Context: an optimization exercise on an open-source flow, tuned for small area, a short achievable clock period and few clock cycles per item. The choices shown serve that exercise and are no tape-out recipe.
In this exercise RTL edits were held to simulation tests only and were not proved equivalent to the original.

== v33 ==
Design Viterbi, start of the top module:
module Viterbi (clk, reset, in_valid, in_word, in_ready,
                out_valid, out_tag, out_last, error);
Size in the first run: ~540 flip-flops, roughly 44,000 sq um of cells after synthesis.
clock: 22.0 ns
lec_check: 0
cap_margin: 20
core_margin: 2
core_utilization: 40
place_density: 0.6
slew_margin: 20
synth_memory_max_bits: 16384
standard.sh (not shown) runs the stock make flow with config.mk's settings and CLKGATE_MAP_FILE= SYNTH_SCRIPT=/design/flow/synth_recipe.tcl, a recipe that flattens the netlist after the stock synthesis.
==> flow/flow/run.sh <==
#!/bin/bash
# The standard ORFS layout (standard.sh, which logs each step under
# orfs/logs/), with the timing repair steps (floorplan, post-CTS, post-route)
# aiming for a setup slack of 15 ns at the design's clock period and
# constraints, instead of 0. The make output goes to flow_make.log.
set -euo pipefail
bash standard.sh SETUP_SLACK_MARGIN=15 finish > flow_make.log 2>&1
Testbench counts of v33, summed over its fixed seeds: cycles 4,834, words 3,918.
Modified inputs, v50 compared to v33
==> flow/run.sh (new file) <==
#!/bin/bash
# synth_recipe.tcl (not shown) runs the flow's synth.tcl, then flattens the netlist and writes it again
# the make line also repeats each setting of config.mk as NAME=value (left out here)
make -C /OpenROAD-flow-scripts/flow DESIGN_CONFIG=/design/flow/config.mk WORK_HOME=/design/flow/orfs CLKGATE_MAP_FILE= SYNTH_SCRIPT=/design/flow/synth_recipe.tcl finish
removed: flow/flow/run.sh
removed: flow/standard.sh
### Flow results
v50 vs. v33: clock skew shows a reduction of 3.7 ps; non-clock buffer count in the final layout went down by 19%; share of cell area taken by multi-input logic gates grew by 0.43 points. v50 reports its worst setup path endpoint as p0_bdn[11] while v33 reports p0_bdn[2]. Of the two values seen for critical path launch point, p0_xn[14] was produced by v33 and p0_xn[13] by v50. Summary — final worst slack, v50 relative to v33: lower, by 840 ps. Between v33 and v50, the required time at the worst-slack endpoint does not differ in any meaningful way.
The inputs of v56 differ from those of v50 as listed below.
==> flow/flow/run.sh (new file) <==
#!/bin/bash
# The standard ORFS layout (standard.sh, which logs each step under
# orfs/logs/), with the timing repair steps (floorplan, post-CTS, post-route)
# aiming for a setup slack of 16 ns at the design's clock period and
# constraints, instead of 0. The make output goes to flow_make.log.
set -euo pipefail
bash standard.sh SETUP_SLACK_MARGIN=16 finish > flow_make.log 2>&1
==> flow/standard.sh (new file) <==
#!/bin/bash
# synth_recipe.tcl (not shown) runs the flow's synth.tcl, then flattens the netlist and writes it again
# the make line also repeats each setting of config.mk as NAME=value (left out here)
make -C /OpenROAD-flow-scripts/flow DESIGN_CONFIG=/design/flow/config.mk WORK_HOME=/design/flow/orfs CLKGATE_MAP_FILE= SYNTH_SCRIPT=/design/flow/synth_recipe.tcl "${@:-finish}"
removed: flow/run.sh
==> results.txt <==
- v56 ran in full, but the layout does not pass; the checks complain about capacitance limit, slew limit.
- Run comparison: v50 end point of the critical path p0_bdn[11]; v56 end point of the critical path p0_pet[16]
- v50 → v56: via count of the first global-routing pass picked up an extra 2.3%; post-route worst setup slack picked up an extra 1330 ps; parity-gate share of the synthesized area counting xor and xnor cells neither gained nor lost much; upper clock frequency limit picked up an extra 28 MHz.

* * *

Setup of the reference run:
Another version of the RTL of Viterbi (not shown whole).
Size in the first run: roughly 4400 cells after synthesis, about 19 I/O pins.
// Viterbi
module Viterbi (clk, reset, in_valid, in_word, in_ready,
                out_valid, out_tag, out_last, error);
make LEC_CHECK=0 CAP_MARGIN=50 CORE_MARGIN=2 CORE_UTILIZATION=40 PLACE_DENSITY=0.6 SLEW_MARGIN=75 SYNTH_MEMORY_MAX_BITS=16384 finish   # period 22.0 ns
run.sh (not shown) runs the stock make flow with config.mk's settings and CLKGATE_MAP_FILE= SYNTH_SCRIPT=/design/flow/synth_recipe.tcl, a recipe that flattens the netlist after the stock synthesis.
Stock flow here: none of the scripts above is used.
Testbench counts of the reference run, summed over its fixed seeds: cycles 4,834, words 3,918.
Inputs modified between the reference run and the trial run:
Settings: swapping 40 for 50 in CORE_UTILIZATION; swapping 0.6 for 0.7 in PLACE_DENSITY; swapping 50 for 20 in CAP_MARGIN; swapping 75 for 20 in SLEW_MARGIN.
==> flow/flow/run.sh (new file) <==
#!/bin/bash
# Own layout flow: the standard ORFS layout (standard.sh) at the design's
# own clock period and constraints, with two changes in how it is made:
#  - the port buffers that buffer_ports inserts on every input and output are
#    sky130_fd_sc_hd__buf_4 instead of the library's delay buffer, and
#  - the timing repair steps (after floorplan, CTS and global route) aim for a
#    setup slack larger than 0.
# If the finished layout comes within 3% of a max-slew or max-capacitance
# limit, it is made again with the next, smaller repair margin. Each attempt's
# make output is in flow_make_m<margin>.log, and its ORFS logs and reports are
# under orfs_m<margin>/ (the last attempt's stay in orfs/).
set -uo pipefail
MARGINS="16 15"
PORTBUF="BUFFER_PORTS_ARGS=-buffer_cell sky130_fd_sc_hd__buf_4"
fits() {
  local r=orfs/reports/sky130hd/Viterbi/base/6_finish.rpt
  [[ -f $r && -f out/final.def ]] || return 1
  awk '
    /finish max_slew_check_slack_limit/ {getline; getline; s=$1}
    /finish max_capacitance_check_slack_limit/ {getline; getline; c=$1}
    END { exit !(s != "" && c != "" && s+0 >= 0.03 && c+0 >= 0.03) }' "$r"
}
last=""
for m in $MARGINS; do
  if [[ -n $last ]]; then
    mv orfs "orfs_m$last"
    rm -f out/final.def
  fi
  last=$m
  if bash standard.sh "$PORTBUF" "SETUP_SLACK_MARGIN=$m" finish > "flow_make_m$m.log" 2>&1 && fits; then
    exit 0
  fi
done
[[ -f out/final.def ]]
==> flow/standard.sh (new file) <==
#!/bin/bash
# synth_recipe.tcl (not shown) runs the flow's synth.tcl, then flattens the netlist and writes it again
# the make line also repeats each setting of config.mk as NAME=value (left out here)
make -C /OpenROAD-flow-scripts/flow DESIGN_CONFIG=/design/flow/config.mk WORK_HOME=/design/flow/orfs CLKGATE_MAP_FILE= SYNTH_SCRIPT=/design/flow/synth_recipe.tcl "${@:-finish}"
removed: flow/run.sh
--- outcome ---
- Delta (the trial run minus the reference run): multi-input combinational cell area went down, wire length of the first global-routing pass went down, worst path required time went up, count of clock-buffer cells in the layout went down.
- NOTE: all-layer global routing usage in the trial run exceeds that of the reference run

* * *

## the baseline
Another version of the RTL of Viterbi (not shown whole).
Size: about 0.046 mm2 of cells after synthesis.
==> flow/design.v (excerpt) <==
module Viterbi (clk, reset, in_valid, in_word, in_ready,
                out_valid, out_tag, out_last, error);
export LEC_CHECK = 0
export ABC_CLOCK_PERIOD_IN_PS = 5000
export CAP_MARGIN = 20
export CORE_MARGIN = 2
export CORE_UTILIZATION = 40
export PLACE_DENSITY = 0.6
export SLEW_MARGIN = 20
export SYNTH_MEMORY_MAX_BITS = 16384
create_clock -name core_clock -period 22.0 [get_ports {clk}]
Stock flow here: none of the scripts above is used.
Testbench counts of the baseline, summed over its fixed seeds: cycles 5,473, words 3,918.
For the candidate, these inputs were changed with respect to the baseline:
Settings: removing ABC_CLOCK_PERIOD_IN_PS (formerly 5000).
==> results.txt <==
Diff the candidate..the baseline | worst hold path cell count | unchanged
The clock network latency to the later pin of the worst-skew pair on the candidate is in line with that on the baseline.
Between the baseline and the candidate, the summed negative setup slack over all endpoints figures differ only marginally.
Reported for the baseline and the candidate, arithmetic-cell share of the synthesized area counting full adders, half adders and majority gates turned out identical to the last digit.
Status: all-layer global routing usage parity (the candidate, the baseline)
Reported for the baseline and the candidate, xor/xnor share of the synthesized area turned out identical to the last digit.
Number of setup buffers added after CTS came out exactly the same in the baseline and the candidate.
Any difference in detailed-routing wirelength on met1 between the candidate and the baseline is small enough to ignore.
Core utilization came out exactly the same in the baseline and the candidate.

* * *

## yarrow
Another version of the RTL of Viterbi (not shown whole).
Size in the first run: ~500 flip-flops, about 19 I/O pins.
==> flow/config.mk <==
export PLATFORM = sky130hd
export DESIGN_NAME = Viterbi
export DESIGN_NICKNAME = Viterbi
export VERILOG_FILES = /design/flow/design.v
export SDC_FILE = /design/flow/constraint.sdc
export NUM_CORES = 4
export LEC_CHECK = 0
export CAP_MARGIN = 20
export CORE_MARGIN = 2
export CORE_UTILIZATION = 40
export PLACE_DENSITY = 0.6
export SLEW_MARGIN = 20
export SYNTH_MEMORY_MAX_BITS = 16384
==> flow/constraint.sdc <==
create_clock -name core_clock -period 22.0 [get_ports {clk}]
set_input_delay 4.4000 -clock core_clock [delete_from_list [all_inputs] [get_ports {clk}]]
set_output_delay 4.4000 -clock core_clock [all_outputs]
set_load 0.01 [all_outputs]
standard.sh (not shown) runs the stock make flow with config.mk's settings and CLKGATE_MAP_FILE= SYNTH_SCRIPT=/design/flow/synth_recipe.tcl, a recipe that flattens the netlist after the stock synthesis.
==> flow/flow/run.sh <==
#!/bin/bash
# Standard ORFS layout (the standard.sh), with the post-CTS and post-route
# timing repair aiming for a setup slack of 15 ns at the design's clock period.
set -euo pipefail
bash standard.sh SETUP_SLACK_MARGIN=15 finish > flow_make.log 2>&1
Testbench counts of yarrow, summed over its fixed seeds: cycles 4,915, words 3,918.
#### Input delta (maple over yarrow)
==> flow/run.sh (new file) <==
#!/bin/bash
# synth_recipe.tcl (not shown) runs the flow's synth.tcl, then flattens the netlist and writes it again
# the make line also repeats each setting of config.mk as NAME=value (left out here)
make -C /OpenROAD-flow-scripts/flow DESIGN_CONFIG=/design/flow/config.mk WORK_HOME=/design/flow/orfs CLKGATE_MAP_FILE= SYNTH_SCRIPT=/design/flow/synth_recipe.tcl finish
removed: flow/flow/run.sh
removed: flow/standard.sh
Results
When the final numbers for yarrow and maple were put side by side, the final critical-path required period turned out to be smaller in yarrow.
| buffers inserted during post-CTS setup optimization | maple vs yarrow | 19 lower |
On combined global-route utilization of all metal layers: maple sits below yarrow.
Looking at insertion delay to the later sink of the worst-skew pair, maple sits above yarrow.
Going from yarrow to maple, wire length shrank by a few percent.
Worst hold slack, yarrow and maple, higher one = yarrow.
Final cycle utilization of the critical path in maple is 7.6 points above yarrow.
yarrow vs maple, first element of the critical path: p0_dval[21] vs p0_pet[5]
Cell area | maple vs yarrow | maple smaller
Compared to yarrow, maple has non-clock buffer count 50 lower.
Relative to yarrow, sequential share of layout area has increased by 0.57 points in maple.

* * *

== P ==
Viterbi with an RTL version that a note above also has.
Size in the first run: about 4,400 cells after synthesis, about 540 flip-flops, about 43,000 sq um of cells after synthesis.
// Viterbi
module Viterbi (clk, reset, in_valid, in_word, in_ready,
                out_valid, out_tag, out_last, error);
export LEC_CHECK = 0
export CAP_MARGIN = 20
export CORE_MARGIN = 2
export CORE_UTILIZATION = 40
export PLACE_DENSITY = 0.6
export SLEW_MARGIN = 20
export SYNTH_MEMORY_MAX_BITS = 16384
create_clock -name core_clock -period 22.0 [get_ports {clk}]
==> flow/flow/run.sh <==
#!/bin/bash
# Own layout flow: the standard ORFS layout (standard.sh), with the timing
# repair steps (after floorplan, CTS and global route) aiming for a larger setup
# slack than 0 at the design's own clock period and constraints. If the
# finished layout comes within 3% of a max-slew or max-capacitance limit, the
# layout is made again with the next, smaller margin. Each attempt's make output
# is in flow_make_m<margin>.log and its ORFS logs and reports under
# orfs_m<margin>/ (the last attempt's stay in orfs/).
set -uo pipefail
MARGINS="16 15"
fits() {
  local r=orfs/reports/sky130hd/Viterbi/base/6_finish.rpt
  [[ -f $r && -f out/final.def ]] || return 1
  awk '
    /finish max_slew_check_slack_limit/ {getline; getline; s=$1}
    /finish max_capacitance_check_slack_limit/ {getline; getline; c=$1}
    END { exit !(s != "" && c != "" && s+0 >= 0.03 && c+0 >= 0.03) }' "$r"
}
last=""
for m in $MARGINS; do
  if [[ -n $last ]]; then
    mv orfs "orfs_m$last"
    rm -f out/final.def
  fi
  last=$m
  if bash standard.sh "SETUP_SLACK_MARGIN=$m" finish > "flow_make_m$m.log" 2>&1 && fits; then
    exit 0
  fi
done
[[ -f out/final.def ]]
Testbench counts of P, summed over its fixed seeds: cycles 4,834, words 3,918.
For Q, these inputs were changed with respect to P:
==> flow/flow/run.sh <==
#!/bin/bash
# Own layout flow: the standard ORFS layout (standard.sh) at the design's
# own clock period and constraints, with two changes in how it is made:
#  - the port buffers that buffer_ports inserts on every input and output are
#    sky130_fd_sc_hd__buf_4 instead of the library's delay buffer, and
#  - the timing repair steps (after floorplan, CTS and global route) aim for a
#    setup slack larger than 0.
# If the finished layout comes within 3% of a max-slew or max-capacitance
# limit, it is made again with the next, smaller repair margin. Each attempt's
# make output is in flow_make_m<margin>.log, and its ORFS logs and reports are
# under orfs_m<margin>/ (the last attempt's stay in orfs/).
set -uo pipefail
MARGINS="16.3 16 15"
PORTBUF="BUFFER_PORTS_ARGS=-buffer_cell sky130_fd_sc_hd__buf_4"
fits() {
  local r=orfs/reports/sky130hd/Viterbi/base/6_finish.rpt
  [[ -f $r && -f out/final.def ]] || return 1
  awk '
    /finish max_slew_check_slack_limit/ {getline; getline; s=$1}
    /finish max_capacitance_check_slack_limit/ {getline; getline; c=$1}
    END { exit !(s != "" && c != "" && s+0 >= 0.03 && c+0 >= 0.03) }' "$r"
}
last=""
for m in $MARGINS; do
  if [[ -n $last ]]; then
    mv orfs "orfs_m$last"
    rm -f out/final.def
  fi
  last=$m
  if bash standard.sh "$PORTBUF" "SETUP_SLACK_MARGIN=$m" finish > "flow_make_m$m.log" 2>&1 && fits; then
    exit 0
  fi
done
[[ -f out/final.def ]]
--- outcome ---
- Between P and Q, the sequential share of layout area is lower for P.
- On routed length on met1: between P and Q, it ends up lower for P.
- Largest net degree at the start of global routing for Q: 2.9% down relative to P
- Compared with P, the router placed fewer vias in Q.
- In Q, detailed-routed wire length on met3 is higher than in P.
Changes in R relative to Q:
- CAP_MARGIN: 20 -> 50
- SLEW_MARGIN: 20 -> 75
==> flow/flow/run.sh <==
#!/bin/bash
# Own layout flow: the standard ORFS layout (standard.sh), with the timing
# repair steps (after floorplan, CTS and global route) aiming for a larger setup
# slack than 0 at the design's own clock period and constraints. If the
# finished layout comes within 3% of a max-slew or max-capacitance limit, the
# layout is made again with the next, smaller margin. Each attempt's make output
# is in flow_make_m<margin>.log and its ORFS logs and reports under
# orfs_m<margin>/ (the last attempt's stay in orfs/).
set -uo pipefail
MARGINS="16 15"
fits() {
  local r=orfs/reports/sky130hd/Viterbi/base/6_finish.rpt
  [[ -f $r && -f out/final.def ]] || return 1
  awk '
    /finish max_slew_check_slack_limit/ {getline; getline; s=$1}
    /finish max_capacitance_check_slack_limit/ {getline; getline; c=$1}
    END { exit !(s != "" && c != "" && s+0 >= 0.03 && c+0 >= 0.03) }' "$r"
}
last=""
for m in $MARGINS; do
  if [[ -n $last ]]; then
    mv orfs "orfs_m$last"
    rm -f out/final.def
  fi
  last=$m
  if bash standard.sh "SETUP_SLACK_MARGIN=$m" finish > "flow_make_m$m.log" 2>&1 && fits; then
    exit 0
  fi
done
[[ -f out/final.def ]]
[summary]
[compare] base=Q new=R: cell area saw an increase; net count reported at finish saw an increase; minimum clock period after layout saw a decrease.
Q → R: global routing usage summed across all routing layers decreased by 0.18 points relative to the old numbers, number of endpoints failing setup at the final stage comparable, area of placed instances went up by about 10%.
What S does differently from R at the input level:
- CAP_MARGIN changed from 50 to 20
- SLEW_MARGIN changed from 75 to 20
==> flow/run.sh (new file) <==
#!/bin/bash
# synth_recipe.tcl (not shown) runs the flow's synth.tcl, then flattens the netlist and writes it again
# the make line also repeats each setting of config.mk as NAME=value (left out here)
make -C /OpenROAD-flow-scripts/flow DESIGN_CONFIG=/design/flow/config.mk WORK_HOME=/design/flow/orfs CLKGATE_MAP_FILE= SYNTH_SCRIPT=/design/flow/synth_recipe.tcl finish
removed: flow/flow/run.sh
removed: flow/standard.sh
Changes observed in S relative to R: net count of the finished layout down 8.2%; share of final-layout standard cells stronger than drive strength 1 down 18 points; maximum frequency down about 16%. Taking R as the reference, in S via-per-instance ratio now larger, max capacitance violation total stayed essentially flat, largest incremental delay on the critical path moved up, final area lost 12%, placement-stage cell area fell by about 9%. The count of clock-net buffers in the final layout in S was higher than what R gave.

## separate check: timing with driven ports
Ports are ideal in the flow. The routed layouts listed here were re-timed in OpenROAD. Step 1, drivers: a clkbuf_16 drives clk and a buf_2 each remaining input, both assumed. Step 2 moves the port delays by t, midway between the first and last clock arrival at a register: inputs arrive t later, outputs are due t later. That takes back most of the time a late clock gives input paths. Three values: no drivers, after step 1, after step 2; two values: the first two.
run	shift t [ns]	setup WS [ns]	hold slack, ns	worst data-port slew with drivers (ns)
v33	0.723	15.181 / 15.181 / 15.181	0.420 / 0.420 / 0.420	0.04
v50	0.718	14.340 / 14.340 / 14.340	0.420 / 0.420 / 0.420	0.04
v56	0.704	15.674 / 15.674 / 15.674	0.418 / 0.418 / 0.418	0.05
the reference run	0.701	15.028 / 15.028 / 15.028	0.417 / 0.417 / 0.417	0.05
the trial run	0.690	15.455 / 15.455 / 15.455	0.418 / 0.418 / 0.418	0.04
the baseline	0.686	9.711 / 9.711 / 9.711	0.456 / 0.456 / 0.456	0.07
the candidate	0.686	9.711 / 9.711 / 9.711	0.456 / 0.456 / 0.456	0.07
yarrow	0.670	15.097 / 15.097 / 15.097	0.394 / 0.394 / 0.394	0.04
maple	0.713	13.419 / 13.419 / 13.419	0.389 / 0.389 / 0.389	0.05
P	0.716	15.910 / 15.910 / 15.474	0.398 / 0.398 / 0.398	0.04
Q	0.717	15.728 / 15.728 / 15.728	0.416 / 0.416 / 0.416	0.05
R	0.718	15.745 / 15.745 / 15.738	0.402 / 0.402 / 0.402	0.04
S	0.711	14.534 / 14.534 / 14.534	0.414 / 0.414 / 0.414	0.05
The setup slack of P, which loses most, moves by 0.000 ns with the drivers and by -0.436 ns with both steps.
